Source: an optimization exercise on an open RTL-to-GDS flow (aim: small area, a short achievable clock period and few clock cycles). Production flows keep margins and buffers that such runs may drop. The RTL of this run was laid out without a check of its function. No activity file was given, so power comes from the tool's default toggle rates.

===== design/flow/design.v =====
module S_Axi_Lite #(
    parameter integer P_S_AXI_DATA_WIDTH	= 32,
    parameter integer P_S_AXI_ADDR_WIDTH	= 4
)
(       input wire  S_AXI_ACLK,
		input wire  S_AXI_ARESETN,
		input wire [P_S_AXI_ADDR_WIDTH-1 : 0] S_AXI_AWADDR,
		input wire [2 : 0] S_AXI_AWPROT,
		input wire  S_AXI_AWVALID,
		output wire  S_AXI_AWREADY,
		input wire [P_S_AXI_DATA_WIDTH-1 : 0] S_AXI_WDATA,
		input wire [(P_S_AXI_DATA_WIDTH/8)-1 : 0] S_AXI_WSTRB,
		input wire  S_AXI_WVALID,
		output wire  S_AXI_WREADY,
		output wire [1 : 0] S_AXI_BRESP,
		output wire  S_AXI_BVALID,
		input wire  S_AXI_BREADY,
		input wire [P_S_AXI_ADDR_WIDTH-1 : 0] S_AXI_ARADDR,
		input wire [2 : 0] S_AXI_ARPROT,
		input wire  S_AXI_ARVALID,
		output wire  S_AXI_ARREADY,
		output wire [P_S_AXI_DATA_WIDTH-1 : 0] S_AXI_RDATA,
		output wire [1 : 0] S_AXI_RRESP,
		output wire  S_AXI_RVALID,
		input wire  S_AXI_RREADY
);
reg [P_S_AXI_DATA_WIDTH-1:0] r_axi_awaddr;
reg                          r_axi_wready;
reg [1:0]                    r_axi_bresp;
reg                          r_axi_bvalid;
reg [P_S_AXI_ADDR_WIDTH-1:0] r_axi_araddr;
reg                          r_axi_arready;
reg [P_S_AXI_DATA_WIDTH-1:0] r_axi_rdata;
reg [1:0]                    r_axi_rresp;
reg                          r_axi_rvalid;
reg                          r_axi_awready;
assign S_AXI_WREADY = r_axi_wready;
assign S_AXI_BRESP = r_axi_bresp;
assign S_AXI_BVALID = r_axi_bvalid;
assign S_AXI_ARREADY = r_axi_arready;
assign S_AXI_RDATA = r_axi_rdata;
assign S_AXI_RRESP = r_axi_rresp;
assign S_AXI_RVALID = r_axi_rvalid;
assign S_AXI_AWREADY = r_axi_awready;
wire axi_reg_wren = r_axi_wready && S_AXI_WVALID ;
wire axi_reg_rden = r_axi_arready && S_AXI_ARVALID && ~r_axi_rvalid;
reg							 r_aw_valid;
reg							 r_aw_full;
reg [P_S_AXI_DATA_WIDTH-1:0] r_axi_reg0;
reg [P_S_AXI_DATA_WIDTH-1:0] r_axi_reg1;
reg [P_S_AXI_DATA_WIDTH-1:0] r_axi_reg2;
reg [P_S_AXI_DATA_WIDTH-1:0] r_axi_reg3;
always @(posedge S_AXI_ACLK) begin
    if(~S_AXI_ARESETN)
        r_axi_awready <= 1'b0;   
    else begin
        if(~r_axi_awready && S_AXI_AWVALID && ~r_aw_full)
            r_axi_awready <= 1'b1;
        else if(S_AXI_BREADY && r_axi_bvalid) 
            r_axi_awready <= 1'b0;
        else
            r_axi_awready <= 1'b0; 
    end
end
always @(posedge S_AXI_ACLK) begin
    if(~S_AXI_ARESETN)
        r_axi_awaddr <= {P_S_AXI_ADDR_WIDTH{1'b0}};
    else begin
        if(r_axi_awready && S_AXI_AWVALID )
            r_axi_awaddr <= S_AXI_AWADDR;
        else
            r_axi_awaddr <= r_axi_awaddr;
    end
end
always @(posedge S_AXI_ACLK) begin
    if(~S_AXI_ARESETN)
        r_aw_full <= 1'b0;
    else begin
        if(r_axi_awready && S_AXI_AWVALID)
            r_aw_full <= 1'b1;
        else if(r_axi_bvalid && S_AXI_BREADY)
            r_aw_full <= 1'b0;
        else
            r_aw_full <= r_aw_full;
    end
end
always @(posedge S_AXI_ACLK) begin
    if(~S_AXI_ARESETN)
        r_axi_wready <= 1'b0;
    else begin
       if(~r_axi_wready  && S_AXI_WVALID && r_aw_full && ~r_axi_bvalid)
            r_axi_wready <= 1'b1;
        else
            r_axi_wready <= 1'b0;
    end
end
always @(posedge S_AXI_ACLK) begin
    if(~S_AXI_ARESETN)
        r_axi_bvalid <= 1'b0;
    else begin
        if( ~r_axi_bvalid && r_axi_wready && S_AXI_WVALID)
            r_axi_bvalid <= 1'b1;
        else if (r_axi_bvalid && S_AXI_BREADY)
            r_axi_bvalid <= 1'b0;
        else
            r_axi_bvalid <= r_axi_bvalid;
    end
end
always @(posedge S_AXI_ACLK) begin
	if(~S_AXI_ARESETN)
		r_axi_bresp <= 2'b00;
	else begin
		if(r_axi_awready && ~r_axi_bvalid && r_axi_wready && S_AXI_WVALID)
			r_axi_bresp <= 2'b00;
		else
			r_axi_bresp <= 2'b00;
	end
end
always @(posedge S_AXI_ACLK) begin
	if(~S_AXI_ARESETN)
	 	r_axi_arready <= 1'b0;
	else begin
		if(~r_axi_arready && S_AXI_ARVALID && ~r_axi_rvalid)
			r_axi_arready <= 1'b1;
		else
			r_axi_arready <= 1'b0;
	end
end
always @(posedge S_AXI_ACLK) begin
	if(~S_AXI_ARESETN)
		r_axi_araddr <= {P_S_AXI_ADDR_WIDTH{1'b0}};
	else begin
		if(~r_axi_arready && S_AXI_ARVALID)
			r_axi_araddr <= S_AXI_ARADDR;
		else
			r_axi_araddr <= r_axi_araddr;
	end
end
always @(posedge S_AXI_ACLK) begin
	if(~S_AXI_ARESETN)
		r_axi_rvalid <= 1'b0;
	else begin
		if(~r_axi_rvalid && r_axi_arready && S_AXI_ARVALID)
			r_axi_rvalid <= 1'b1;
		else if(r_axi_rvalid && S_AXI_RREADY)
			r_axi_rvalid <= 1'b0;
		else
			r_axi_rvalid <= r_axi_rvalid;
	end
end
always @(posedge S_AXI_ACLK) begin
	if(~S_AXI_ARESETN)
		r_axi_rresp <= 2'b00;
	else begin
		if(~r_axi_rvalid && r_axi_arready )
			r_axi_rresp <= 2'b00;
		else
			r_axi_rresp <= 2'b00;
	end
end
always @(posedge S_AXI_ACLK) begin
	if(~S_AXI_ARESETN) begin
		r_axi_reg0 <= {P_S_AXI_DATA_WIDTH{1'b0}};
		r_axi_reg1 <= {P_S_AXI_DATA_WIDTH{1'b0}};
		r_axi_reg2 <= {P_S_AXI_DATA_WIDTH{1'b0}};
		r_axi_reg3 <= {P_S_AXI_DATA_WIDTH{1'b0}};
	end
	else begin
		if(axi_reg_wren) begin
			case(r_axi_awaddr[1:0]) 
				2'b00: r_axi_reg0 <= S_AXI_WDATA;
				2'b01: r_axi_reg1 <= S_AXI_WDATA;
				2'b10: r_axi_reg2 <= S_AXI_WDATA;
				2'b11: r_axi_reg3 <= S_AXI_WDATA;
				default: begin
					r_axi_reg0 <= r_axi_reg0;
					r_axi_reg1 <= r_axi_reg1;
					r_axi_reg2 <= r_axi_reg2;
					r_axi_reg3 <= r_axi_reg3;
				end
			endcase
		end
		else begin
			r_axi_reg0 <= r_axi_reg0;
			r_axi_reg1 <= r_axi_reg1;
			r_axi_reg2 <= r_axi_reg2;
			r_axi_reg3 <= r_axi_reg3;
		end
	end
end
always @(posedge S_AXI_ACLK) begin
	if(~S_AXI_ARESETN)
		r_axi_rdata <= {P_S_AXI_DATA_WIDTH{1'b0}};
	else begin
		if(axi_reg_rden)
			case(r_axi_araddr[1:0])
			2'b00: r_axi_rdata <= r_axi_reg0;
			2'b01: r_axi_rdata <= r_axi_reg1;
			2'b10: r_axi_rdata <= r_axi_reg2;
			2'b11: r_axi_rdata <= r_axi_reg3;
			default: r_axi_rdata <= {P_S_AXI_DATA_WIDTH{1'b0}};
			endcase
		else
			r_axi_rdata <= r_axi_rdata;
	end
end
endmodule

===== design/flow/run.sh =====
#!/bin/bash
# synth_recipe.tcl (not shown) runs the flow's synth.tcl, then flattens the netlist and writes it again
# the make line also repeats each setting of config.mk as NAME=value (left out here)
make -C /OpenROAD-flow-scripts/flow DESIGN_CONFIG=/design/flow/config.mk WORK_HOME=/design/flow/orfs CLKGATE_MAP_FILE= SYNTH_SCRIPT=/design/flow/synth_recipe.tcl finish

===== design/flow/config.mk =====
export PLATFORM = sky130hd
export DESIGN_NAME = S_Axi_Lite
export DESIGN_NICKNAME = S_Axi_Lite
export VERILOG_FILES = /design/flow/design.v
export SDC_FILE = /design/flow/constraint.sdc
export NUM_CORES = 4
export LEC_CHECK = 0
export CAP_MARGIN = 20
export CORE_MARGIN = 2
export CORE_UTILIZATION = 40
export SLEW_MARGIN = 20

===== design/flow/constraint.sdc =====
create_clock -name core_clock -period 4.0 [get_ports {S_AXI_ACLK}]
set_input_delay 0.8000 -clock core_clock [delete_from_list [all_inputs] [get_ports {S_AXI_ACLK}]]
set_output_delay 0.8000 -clock core_clock [all_outputs]
set_load 0.01 [all_outputs]

==> summary.txt <==
-- how the worst min path moves through the flow --
stage	slack, ns	cells after the start	start	end
final	0.45	2	r_axi_reg3[8]	r_axi_reg3[8]
after CTS	0.45	2	r_axi_reg3[8]	r_axi_reg3[8]
after detailed placement	0.44	2	r_axi_reg2[4]	r_axi_reg2[4]
after global placement	0.44	2	r_axi_reg2[30]	r_axi_reg2[30]
after floorplan	0.42	1	r_aw_full	r_axi_awready
after global routing	0.47	2	r_axi_reg2[27]	r_axi_reg2[27]
-- cell usage in the layout (no fill, tap or decap), types with 2 or more instances in the layout --
cell               n
nor2b_1            3
clkdlybuf4s50_1   78
dfxtp_1          168
bufinv_16          3
a22o_1            32
nand2_1          263
conb_1             4
nand3_1            2
nand4b_1           3
clkbuf_16         17
buf_4             14
and2_1             2
clkinv_2           3
mux2i_1            3
mux4_1             3
clkbuf_8           5
mux4_2            29
and4b_1            3
dfxtp_2            2
clkinvlp_4         2
a21boi_0          66
a21boi_1          66
-- report_power, final --
part | switching (uW) | internal [uW] | leakage (uW) | total, uW
clock network | 664 | 1070 | 0.000309 | 1730
registers | 24.4 | 1700 | 0.00137 | 1720
logic | 66.4 | 84.9 | 0.00113 | 151
total | 755 | 2850 | 0.00281 | 3610
-- cells by family (layout without fill, tap and decap cells) --
family,Yosys count,in the layout,share of synthesized area (%)
other,1,5,0.0541
muxes,35,35,11.0
AOI/OAI and AO/OA,164,164,18.3
buffers and inverters,66,125,4.85
DFF,170,170,49.1
and+or+nand+nor,285,285,16.7
-- per-layer routing --
metal | up-vias | wire length (um)
li1 | 2547 | -
met1 | 2584 | 7450
met2 | 176 | 8800
met3 | 18 | 1010
met4 | 0 | 203
met5 | - | 0
-- Yosys cell counts, drive strengths merged, types with 3 or more instances --
cell and count:
a21boi 132, nor2b 3, mux4 32, nand4b 3
a22o 32, mux2i 3, and4b 3, dfxtp 170
clkbuf 27, nand2 263, buf 39
-- per-stage QoR --
| step | hold WS [ns] | util, % |
|---|---|---|
| CTS | 0.454 | 49.2 |
| detailed placement | 0.445 | 45.5 |
| global placement | 0.436 | 45.5 |
| global route | 0.470 | 49.2 |
| floorplan | 0.419 | - |
| finish | 0.451 | 49.2 |
-- layout make-up --
| cell class | count | area share (%) |
|---|---|---|
| tap | 225 | 3.34 |
| sequential | 170 | 40.4 |
| clock inverter | 10 | 1.63 |
| timing repair buffer | 93 | 10.6 |
| antenna | 1 | 0.0297 |
| clock buffer | 22 | 5.86 |
| multi-input combinational | 488 | 38.1 |
-- worst max-delay path, cell delays in order --
cell and delay (ns):
clkdlybuf4s50_1 0.66, and4bb_2 0.93, nand2_1 0.14, a21boi_0 0.21
-- flip-flops by register name, indices dropped and copies added, names as in the netlist --
signal         count
r_aw_full          1
r_axi_bvalid       1
r_axi_reg3        32
r_axi_reg1        32
r_axi_awready      1
r_axi_rvalid       1
r_axi_reg0        32
r_axi_arready      1
r_axi_wready       1
r_axi_awaddr       2
r_axi_araddr       2
r_axi_reg2        32
r_axi_rdata       32
==> summary.txt <==
met1 Track Usage GR=24.6%; number of fill cells=1591; top post-synthesis cells by area=dfxtp_1, nand2_1, mux4_2; Synth Cell Area=6930 um^2; Residual DRC=0; width of the die=136 um; Reg area=3410 um^2; final hold violations=0; post-synthesis sequential area ratio=49.1%; post-CTS setup buffers=0; post-placement cell count=976; Synth top area share=49.1%; Area Growth Syn to Fin=21.6%; sum of negative setup slack=0 ns; top_reg_cell synth=dfxtp_1; R2R Path End=r_axi_rdata[18]; Finished Layout Cells=1009; total clock sinks=170; max_slew headroom=33.4%; Resized cells post-CTS=0; Die H=136 um; status=finished clean; Worst Clk Skew=0.00709 ns; CP max FO=32; Multi-input gate area=3210 um^2; HPWL after detailed placement=10400 um; Final Cell Area=8430 um^2; synth warn=1; Worst-Margin Slew=0.999 ns; global placer's final weighted congestion=0.686; Leakage=0.00281 uW; # IOs=98; busiest layer in global routing=met2; first-pass GRT wire length=27600 um; Critical path origin=S_AXI_WVALID; antenna violations before repair=1; minimum clock period=2.42 ns; Max Freq=0.413 GHz; Worst R2R Path Depth=3; max cap viols=0; WL/cell=17.3 um; via count=5325; CP Capture Type=register; area leader, netlist=dfxtp_1; reg2reg setup slack=1.77 ns; DP Area=7790 um^2; period utilization=60.6%; Initial Utilization=40.5%; drt first pass iters=5; number of enable flip-flop cells after synthesis=0; antenna-violating nets left=0; row cnt=48; ys async rst share=0%; die area=18400 um^2; Core ar.=17100 um^2; clk buf depth=2; layout cells sized above 1=10.2%; CP arrival=2.76 ns; Slew Viols, Final=0; H-tree levels=4; TritonCTS clock tree=built; Synth Register Bits=170; largest net degree at the start of global routing=139; P per Cell Area=428 nW/um^2; cts hold-fix bufs=0; DR iter-0 viols=298; PortBufs=79; nets=827; GRT Overall Usage=19.7%; cell count after synthesis=721; final worst slack=1.58 ns; worst r2r src=r_axi_araddr[0]; vias per cell=5.28; Total Power=3610 uW; clk root buf=clkbuf_16; Startpoint Class=primary input; Crit Path Class=primary input to register; crit path capture=r_axi_reg0[14]; Critical Path RT=4.34 ns; RSZ-0062 raised after global routing=no; GRT overflow=0; Clock transition at path regs=0.06 ns; number of global-route vias before repair=5266; routed wire length=17500 um; Setup violations, final=0; Peak supply drop=0.325 mV; Tightest Hold Check Type=register to register; Yosys cell types=27; total CTS buffers=17; met3 usage=4.71%; Setup WS pre-CTS=1.18 ns; M2 GR Usage=34.0%; syn avg cell area=9.62 um^2; worst skew pair latency=0.43 ns

==> separate check: timing with driven ports <==
The results above use ideal ports. As a check the final layout listed here was re-extracted and re-timed, cells and wires unchanged. Step 1: set_driving_cell puts a clkbuf_16 on S_AXI_ACLK and a buf_2 on each other input, an assumption about the parent block. Step 2 also shifts input and output timing later by t, the mid clock arrival at the registers, as if the neighbouring blocks saw the same clock. a / b / c = ideal ports / drivers / drivers and shift; a / b = the first two.
shift t [ns]: 0.467
setup slack, ns: 1.577 / 1.594 / 1.127
worst setup path after step 2: input to register
worst data-port slew with drivers (ns): 0.07
After both steps setup and hold are still met in this run. For this run, drivers alone change the setup slack by +0.017 ns; drivers and shift together by -0.450 ns.
